This design comes from an exercise in tuning for small area, a short achievable clock period and few clock cycles on the open sky130 flow, not from production work.
Function was checked by simulation only, so behaviour that the tests miss may differ from the original.
Power and IR drop assume default switching activity.

==> v19: inputs <==
==> flow/design.v <==
module ADD32(
    input [31:0] a,
    input [31:0] b,
    input cin,
    output [31:0] s,
    output cout
);
wire [31:0] p0 = a ^ b;
wire [31:0] g0 = (a & b) | {31'h0, p0[0] & cin};
wire [31:0] g [0:5];
wire [31:0] p [0:5];
assign g[0] = g0;
assign p[0] = {p0[31:1], 1'b0};
genvar l, i;
generate
    for (l = 0; l < 5; l = l + 1) begin : g_lvl
        for (i = 0; i < 32; i = i + 1) begin : g_bit
            if (i & (1 << l)) begin : g_op
                localparam integer J = ((i >> l) << l) - 1;
                assign g[l+1][i] = g[l][i] | (p[l][i] & g[l][J]);
                assign p[l+1][i] = p[l][i] & p[l][J];
            end else begin : g_pass
                assign g[l+1][i] = g[l][i];
                assign p[l+1][i] = p[l][i];
            end
        end
    end
endgenerate
wire [32:0] c = {g[5], cin};
assign s = p0 ^ c[31:0];
assign cout = c[32];
endmodule
module INC30(
    input [29:0] x,
    output [29:0] y
);
wire [29:0] a [0:5];
assign a[0] = x;
genvar l, i;
generate
    for (l = 0; l < 5; l = l + 1) begin : g_lvl
        for (i = 0; i < 30; i = i + 1) begin : g_bit
            if (i & (1 << l)) begin : g_op
                localparam integer J = ((i >> l) << l) - 1;
                assign a[l+1][i] = a[l][i] & a[l][J];
            end else begin : g_pass
                assign a[l+1][i] = a[l][i];
            end
        end
    end
endgenerate
assign y = x ^ {a[5][28:0], 1'b1};
endmodule
module CMP32(
    input [31:0] a,
    input [31:0] b,
    output lt,
    output eq
);
wire [31:0] nb = ~b;
wire [31:0] p0 = a ^ nb;
wire [31:0] g0 = (a & nb) | {31'h0, p0[0]};
wire [31:0] g [0:5];
wire [31:0] p [0:5];
assign g[0] = g0;
assign p[0] = {p0[31:1], 1'b0};
genvar l, i;
generate
    for (l = 0; l < 5; l = l + 1) begin : g_lvl
        for (i = 0; i < 32; i = i + 1) begin : g_bit
            if (i & (1 << l)) begin : g_op
                localparam integer J = ((i >> l) << l) - 1;
                assign g[l+1][i] = g[l][i] | (p[l][i] & g[l][J]);
                assign p[l+1][i] = p[l][i] & p[l][J];
            end else begin : g_pass
                assign g[l+1][i] = g[l][i];
                assign p[l+1][i] = p[l][i];
            end
        end
    end
endgenerate
assign lt = (a[31] ^ b[31]) ? a[31] : ~g[5][30];
assign eq = &p0;
endmodule
module REGFILE(
    input clk,
    input reset_n,
    input we,
    input [4:0] waddr,
    input [31:0] wdata,
    input [4:0] raddr0,
    input [4:0] raddr1,
    output [31:0] rdata0,
    output [31:0] rdata1
);
reg [31:1] valid;
wire [31:0] rword [0:31];
wire [31:0] vbits = {valid, 1'b0};
assign rword[0] = 32'h0;
genvar i;
generate
    for (i = 1; i < 32; i = i + 1) begin : g_r
        reg [31:0] q;
        always @(posedge clk) begin
            if (we && waddr == i)
                q <= wdata;
        end
        assign rword[i] = q;
    end
endgenerate
always @(posedge clk) begin
    if (!reset_n)
        valid <= 31'h0;
    else if (we && waddr != 5'd0)
        valid[waddr] <= 1'b1;
end
assign rdata0 = rword[raddr0] & {32{vbits[raddr0]}};
assign rdata1 = rword[raddr1] & {32{vbits[raddr1]}};
endmodule
module KANADE32(
    input reset_n,
    input clk,
    output [29:0] mem_addr,
    output [31:0] mem_wdata,
    output mem_we,
    input [31:0] mem_rdata
);
reg [29:0] ar;
reg        we;
reg        m_fetch;     
reg [1:0]  flo;         
assign mem_addr = ar;
assign mem_we = we;
assign mem_wdata = w1_res;    
reg        d_valid;     
reg [31:0] dpc4;        
reg        e_valid;
reg [31:0] e_a, e_b;
reg        e_a1, e_b1;   
reg [31:0] e_alt;       
reg [4:0]  e_dst;
reg        e_we;
reg        e_use_imm, e_sub;
reg [2:0]  e_rsel;
reg        e_load, e_store;
reg        e_br, e_pred, e_force, e_jr;
reg [1:0]  e_cond;      
reg [31:0] w1_res, w2_res;
reg [4:0]  w1_dst, w2_dst;
reg        w1_we, w2_we;
reg        w1_load, w2_load;
localparam R_SUM = 3'd0, R_AND = 3'd1, R_OR = 3'd2, R_XOR = 3'd3,
           R_NOR = 3'd4, R_SLT = 3'd5, R_SLTU = 3'd6, R_B = 3'd7;
wire [31:0] ins = mem_rdata;
wire [5:0] op = ins[31:26];
wire [4:0] rs = ins[25:21];
wire [4:0] rt = ins[20:16];
wire [4:0] rd = ins[15:11];
wire [5:0] fn = ins[5:0];
reg        d_we, d_use_imm, d_sub, d_load, d_store, d_br, d_jmp, d_jr, d_jal;
reg        d_use_rs, d_use_rt;
reg [2:0]  d_rsel;
reg [4:0]  d_dst;
always @* begin
    d_we = 1'b0; d_use_imm = 1'b0; d_sub = 1'b0; d_load = 1'b0; d_store = 1'b0;
    d_br = 1'b0; d_jmp = 1'b0; d_jr = 1'b0; d_jal = 1'b0;
    d_use_rs = 1'b1; d_use_rt = 1'b0;
    d_rsel = R_SUM; d_dst = rt;
    case (op)
        6'h00: begin
            d_dst = rd;
            d_use_rt = 1'b1;
            case (fn)
                6'h20, 6'h21: begin d_we = 1'b1; end
                6'h22, 6'h23: begin d_we = 1'b1; d_sub = 1'b1; end
                6'h24: begin d_we = 1'b1; d_rsel = R_AND; end
                6'h25: begin d_we = 1'b1; d_rsel = R_OR; end
                6'h26: begin d_we = 1'b1; d_rsel = R_XOR; end
                6'h27: begin d_we = 1'b1; d_rsel = R_NOR; end
                6'h2A: begin d_we = 1'b1; d_sub = 1'b1; d_rsel = R_SLT; end
                6'h2B: begin d_we = 1'b1; d_sub = 1'b1; d_rsel = R_SLTU; end
                6'h08: begin d_jr = 1'b1; d_use_rt = 1'b0; end
                default: ;
            endcase
        end
        6'h01: begin d_br = 1'b1; d_sub = 1'b1; d_use_rt = 1'b1; end
        6'h02: begin d_jmp = 1'b1; d_use_rs = 1'b0; end
        6'h03: begin d_jmp = 1'b1; d_jal = 1'b1; d_use_rs = 1'b0; d_we = 1'b1;
                     d_dst = 5'd31; d_rsel = R_OR; end
        6'h04, 6'h05: begin d_br = 1'b1; d_use_rt = 1'b1; end
        6'h06: begin d_br = 1'b1; d_sub = 1'b1; d_use_rt = 1'b1; end
        6'h08, 6'h09: begin d_we = 1'b1; d_use_imm = 1'b1; end
        6'h0A: begin d_we = 1'b1; d_use_imm = 1'b1; d_sub = 1'b1; d_rsel = R_SLT; end
        6'h0B: begin d_we = 1'b1; d_use_imm = 1'b1; d_sub = 1'b1; d_rsel = R_SLTU; end
        6'h0C: begin d_we = 1'b1; d_use_imm = 1'b1; d_rsel = R_AND; end
        6'h0D: begin d_we = 1'b1; d_use_imm = 1'b1; d_rsel = R_OR; end
        6'h0E: begin d_we = 1'b1; d_use_imm = 1'b1; d_rsel = R_XOR; end
        6'h23: begin d_we = 1'b1; d_use_imm = 1'b1; d_load = 1'b1; end
        6'h2B: begin d_use_imm = 1'b1; d_store = 1'b1; d_use_rt = 1'b1; d_rsel = R_B; end
        default: ;
    endcase
end
wire [31:0] w2_data = w2_load ? mem_rdata : w2_res;
wire [31:0] rf_a, rf_b;
REGFILE rf(
    .clk(clk),
    .reset_n(reset_n),
    .we(w2_we),
    .waddr(w2_dst),
    .wdata(w2_data),
    .raddr0(rs),
    .raddr1(rt),
    .rdata0(rf_a),
    .rdata1(rf_b)
);
wire [29:0] dpc_w;
INC30 dec_d(.x(~dpc4[31:2]), .y(dpc_w));
wire [31:0] dpc = {~dpc_w, dpc4[1:0]};
wire m1_a = w1_we && (w1_dst == rs);
wire m1_b = w1_we && (w1_dst == rt);
wire m2_a = w2_we && (w2_dst == rs);
wire m2_b = w2_we && (w2_dst == rt);
wire [31:0] d_a = d_jal ? dpc4 : m1_a ? w1_res : m2_a ? w2_res : rf_a;
wire [31:0] d_b = d_jal ? 32'h0 : m1_b ? w1_res : m2_b ? w2_res : rf_b;
wire a1 = d_use_rs && e_valid && e_we && (e_dst == rs);
wire b1 = d_use_rt && e_valid && e_we && (e_dst == rt);
wire hz = (a1 | b1) & e_load |
          (d_use_rs && m1_a && w1_load) | (d_use_rt && m1_b && w1_load);
wire [31:0] d_boff = {{14{ins[15]}}, ins[15:0], 2'b00};
wire [31:0] d_btgt;
ADD32 add_d(.a(dpc4), .b(d_boff), .cin(1'b0), .s(d_btgt), .cout());
wire [31:0] d_jtgt = {(d_jal ? 4'b0000 : dpc4[31:28]), ins[25:0], 2'b00};
wire d_back = d_br & ins[15];           
wire d_redir_want = d_jmp | d_back;
wire [31:0] d_tgt = d_jmp ? d_jtgt : d_btgt;
wire e_go = e_valid;
wire [31:0] A = e_a1 ? w1_res : e_a;
wire [31:0] B = e_b1 ? w1_res : e_b;
wire [31:0] imm32 = {{16{e_alt[15]}}, e_alt[15:0]};
wire [31:0] B2 = e_use_imm ? imm32 : B;
wire [31:0] B2x = e_sub ? ~B2 : B2;
wire [31:0] sum;
wire cout;
ADD32 add_e(.a(A), .b(B2x), .cin(e_sub), .s(sum), .cout(cout));
wire ltu = ~cout;
wire lts = (A[31] ^ B2[31]) ? A[31] : sum[31];
wire blt, eq;
CMP32 cmp_e(.a(A), .b(B), .lt(blt), .eq(eq));
reg [31:0] result;
always @* begin
    case (e_rsel)
        R_AND: result = A & B2;
        R_OR: result = A | B2;
        R_XOR: result = A ^ B2;
        R_NOR: result = ~(A | B2);
        R_SLT: result = {31'h0, lts};
        R_SLTU: result = {31'h0, ltu};
        R_B: result = B;                  
        default: result = sum;
    endcase
end
reg cond;
always @* begin
    case (e_cond)
        2'd0: cond = eq;
        2'd1: cond = ~eq;
        2'd2: cond = blt;
        default: cond = blt | eq;
    endcase
end
wire e_mem = e_go & (e_load | e_store);
wire e_redir = e_go & (e_force | e_jr | (e_br & (cond ^ e_pred)));
wire [31:0] e_tgt = e_jr ? A : e_alt;
wire drop = d_valid & hz & ~e_redir;
wire [29:0] ar4;
INC30 inc_f(.x(ar), .y(ar4));
wire [29:0] seq = m_fetch ? ar4 : dpc4[31:2];
reg rpend;
wire d_redir_ok = d_valid & d_redir_want & ~e_mem & ~hz;
wire d_redir = d_redir_ok & ~e_redir;
wire d_taken = d_back & d_redir_ok;     
always @(posedge clk) begin
    if (!reset_n) begin
        ar <= 30'h0;
        flo <= 2'h0;
        m_fetch <= 1'b1;
        we <= 1'b0;
        d_valid <= 1'b0;
        e_valid <= 1'b0;
        rpend <= 1'b0;
        w1_we <= 1'b0; w1_load <= 1'b0;
        w2_we <= 1'b0; w2_load <= 1'b0;
    end else begin
        we <= 1'b0;
        if (e_redir) begin
            ar <= e_tgt[31:2]; flo <= e_tgt[1:0];
            m_fetch <= 1'b1;
        end else if (e_mem) begin
            ar <= sum[31:2];
            we <= e_store;
            m_fetch <= 1'b0;
        end else begin
            m_fetch <= 1'b1;
            if (drop | rpend) begin
                ar <= dpc[31:2]; flo <= dpc[1:0];
            end else if (d_redir) begin
                ar <= d_tgt[31:2]; flo <= d_tgt[1:0];
            end else begin
                ar <= seq;
            end
        end
        d_valid <= m_fetch & ~e_redir & ~drop & ~d_redir;
        rpend <= (drop | rpend) & e_mem;
        e_valid <= d_valid & ~e_redir & ~drop;
        w1_we <= e_go & e_we;
        w1_load <= e_go & e_load;
        w2_we <= w1_we;
        w2_load <= w1_load;
    end
end
always @(posedge clk) begin
    if (m_fetch & ~drop) dpc4 <= {ar4, flo};
    e_a <= d_a;
    e_b <= d_b;
    e_a1 <= a1;
    e_b1 <= b1;
    e_alt <= d_use_imm ? {16'h0, ins[15:0]} : d_taken ? dpc4 : d_tgt;
    e_dst <= d_dst;
    e_we <= d_we & (d_dst != 5'd0);
    e_use_imm <= d_use_imm;
    e_sub <= d_sub;
    e_rsel <= d_rsel;
    e_load <= d_load;
    e_store <= d_store;
    e_br <= d_br;
    e_pred <= d_taken;
    e_force <= d_jmp & ~d_redir_ok;
    e_jr <= d_jr;
    e_cond <= (op == 6'h04) ? 2'd0 : (op == 6'h05) ? 2'd1 :
              (op == 6'h01) ? 2'd2 : 2'd3;
    w1_res <= result;
    w1_dst <= e_dst;
    w2_res <= w1_res;
    w2_dst <= w1_dst;
end
endmodule
==> flow/run.sh <==
#!/bin/bash
# synth_recipe.tcl (not shown) runs the flow's synth.tcl, then flattens the netlist and writes it again
# the make line also repeats each setting of config.mk as NAME=value (left out here)
make -C /OpenROAD-flow-scripts/flow DESIGN_CONFIG=/design/flow/config.mk WORK_HOME=/design/flow/orfs CLKGATE_MAP_FILE= SYNTH_SCRIPT=/design/flow/synth_recipe.tcl finish
==> flow/config.mk <==
export PLATFORM = sky130hd
export DESIGN_NAME = KANADE32
export DESIGN_NICKNAME = KANADE32
export VERILOG_FILES = /design/flow/design.v
export SDC_FILE = /design/flow/constraint.sdc
export NUM_CORES = 4
export LEC_CHECK = 0
export CAP_MARGIN = 20
export CORE_MARGIN = 2
export CORE_UTILIZATION = 40
export SETUP_SLACK_MARGIN = 4.0
export SLEW_MARGIN = 20
==> flow/constraint.sdc <==
create_clock -name core_clock -period 8.0 [get_ports {clk}]
set_input_delay 1.6000 -clock core_clock [delete_from_list [all_inputs] [get_ports {clk}]]
set_output_delay 1.6000 -clock core_clock [all_outputs]
set_load 0.01 [all_outputs]
==> inputs of v22, as changes to v19 <==
--- a/flow/design.v
+++ b/flow/design.v
@@ -144,6 +144,7 @@
 reg [2:0]  e_rsel;
 reg        e_load, e_store;
 reg        e_br, e_pred, e_force, e_jr;
+reg        e_k1;        
 reg [1:0]  e_cond;      
 reg [31:0] w1_res, w2_res;
 reg [4:0]  w1_dst, w2_dst;
@@ -199,6 +200,7 @@
         6'h2B: begin d_use_imm = 1'b1; d_store = 1'b1; d_use_rt = 1'b1; d_rsel = R_B; end
         default: ;
     endcase
+    if (ins[15:0] == 16'h0) d_br = 1'b0;
 end
 wire [31:0] w2_data = w2_load ? mem_rdata : w2_res;
 wire [31:0] rf_a, rf_b;
@@ -269,15 +271,19 @@
     endcase
 end
 wire e_mem = e_go & (e_load | e_store);
-wire e_redir = e_go & (e_force | e_jr | (e_br & (cond ^ e_pred)));
+wire k1ok = e_k1 & ~e_pred & (d_valid | m_fetch);
+wire e_skip = e_go & e_br & cond & k1ok;
+wire e_redir = e_go & (e_force | e_jr | (e_br & (cond ^ e_pred) & ~k1ok));
+wire sqd = e_redir | (e_skip & d_valid);       
+wire sqf = e_redir | (e_skip & ~d_valid);      
 wire [31:0] e_tgt = e_jr ? A : e_alt;
-wire drop = d_valid & hz & ~e_redir;
+wire drop = d_valid & hz & ~sqd;
 wire [29:0] ar4;
 INC30 inc_f(.x(ar), .y(ar4));
 wire [29:0] seq = m_fetch ? ar4 : dpc4[31:2];
 reg rpend;
 wire d_redir_ok = d_valid & d_redir_want & ~e_mem & ~hz;
-wire d_redir = d_redir_ok & ~e_redir;
+wire d_redir = d_redir_ok & ~sqd;
 wire d_taken = d_back & d_redir_ok;     
 always @(posedge clk) begin
     if (!reset_n) begin
@@ -309,9 +315,9 @@
                 ar <= seq;
             end
         end
-        d_valid <= m_fetch & ~e_redir & ~drop & ~d_redir;
+        d_valid <= m_fetch & ~sqf & ~drop & ~d_redir;
         rpend <= (drop | rpend) & e_mem;
-        e_valid <= d_valid & ~e_redir & ~drop;
+        e_valid <= d_valid & ~sqd & ~drop;
         w1_we <= e_go & e_we;
         w1_load <= e_go & e_load;
         w2_we <= w1_we;
@@ -336,6 +342,7 @@
     e_pred <= d_taken;
     e_force <= d_jmp & ~d_redir_ok;
     e_jr <= d_jr;
+    e_k1 <= (ins[15:0] == 16'h1);
     e_cond <= (op == 6'h04) ? 2'd0 : (op == 6'h05) ? 2'd1 :
               (op == 6'h01) ? 2'd2 : 2'd3;
     w1_res <= result;
- CTS_BUF_LIST: default -> sky130_fd_sc_hd__clkbuf_4 sky130_fd_sc_hd__clkbuf_8
==> notes <==
Against v22, the die area of v19 is smaller by about 0.9%.
Between v22 and v19, the lower clock power is in v22 (gap about 0.8%, measured against v19).
v22 produced a clean layout. v19 passed the timing, design-rule and antenna checks.
Via count: v22 is larger than v19 (3.4%).
Final area: v22 is larger than v19 (0.65%).
Setup slack: v22 is lower than v19 (0.11 ns).
Between v22 and v19, the lower clock skew is in v19 (gap 0.040 ns).
Routed wire length: v19 is lower than v22 (1.4%).
Area after synthesis: v19 is lower than v22 (0.93%).
Between v19 and v22, the lower clock-buffer cell count is in v19 (gap 115).
Against v22, the first-iteration DRC count of v19 is lower by about 12%.
==> figures <==
Result of the run: v19 no timing/DRC/antenna violations; v22 no timing/DRC/antenna violations
First-iteration detailed-routing DRC count: v19 12300; v22 13900
CTS Root Buffer Type: v19 sky130_fd_sc_hd__clkbuf_16; v22 sky130_fd_sc_hd__clkbuf_8
Register fraction of the total cell area: v19 47.6%; v22 47.3%
Cell area after technology mapping: v19 0.0619 mm2; v22 0.0624 mm2
Post-route fraction of the period consumed by the critical path: v19 52.8%; v22 54.2%
Overall power consumption: v19 17.0 mW; v22 16.9 mW
Wire length of the first global-routing pass: v19 419 mm; v22 424 mm
PnR worst setup slack: v19 3.77 ns; v22 3.66 ns
Internal power component: v19 12.2 mW; v22 12.0 mW
Final hold slack: v19 0.388 ns; v22 0.363 ns
Detail Placement HPWL: v19 178 mm; v22 183 mm
Worst Hold End: v19 w1_dst[0]$_DFF_P_; v22 w1_dst[1]$_DFF_P_
Num CTS Buffers: v19 139; v22 210
Clock-cell share: v19 5.84%; v22 5.98%
Met1 routed wirelength after detailed routing: v19 103 mm; v22 104 mm
Inverters, non-clock: v19 123; v22 132
Met3 GRT Util: v19 15.8%; v22 18.4%
Worst slew pin tran: v19 1.23 ns; v22 1.17 ns
Length in cells of the worst reg-to-reg path: v19 18; v22 17
Setup slack after placement: v19 1.74 ns; v22 1.63 ns
Testbench counts of v19, summed over its fixed seeds: cycles 135,445.
Testbench counts of v22, summed over its fixed seeds: cycles 132,491.

afterwards: timing with drivers on the ports:
How much do the figures lean on ideal ports? The routed layouts below were timed once more, with nothing changed but the port constraints. Step 1 sets driving cells, clkbuf_16 on the clock port and buf_2 on the other inputs (assumed; they add their load-dependent delay and slew). Step 2 also shifts input and output timing later by t, the mid clock arrival at the registers, as if the neighbouring blocks saw the same clock. Slacks: ideal ports / drivers / drivers and shift; pairs: ideal ports / drivers.
run | shift t [ns] | slack for setup (ns) | latest minus earliest clock arrival (ns)
v19 | 0.873 | 3.774 / 3.774 / 3.026 | 0.027 / 0.027
v22 | 1.071 | 3.663 / 3.663 / 2.882 | 0.079 / 0.079
After both steps every run listed still meets setup and hold. For v22, which loses most, drivers alone change the setup slack by 0.000 ns; drivers and shift together by -0.781 ns.
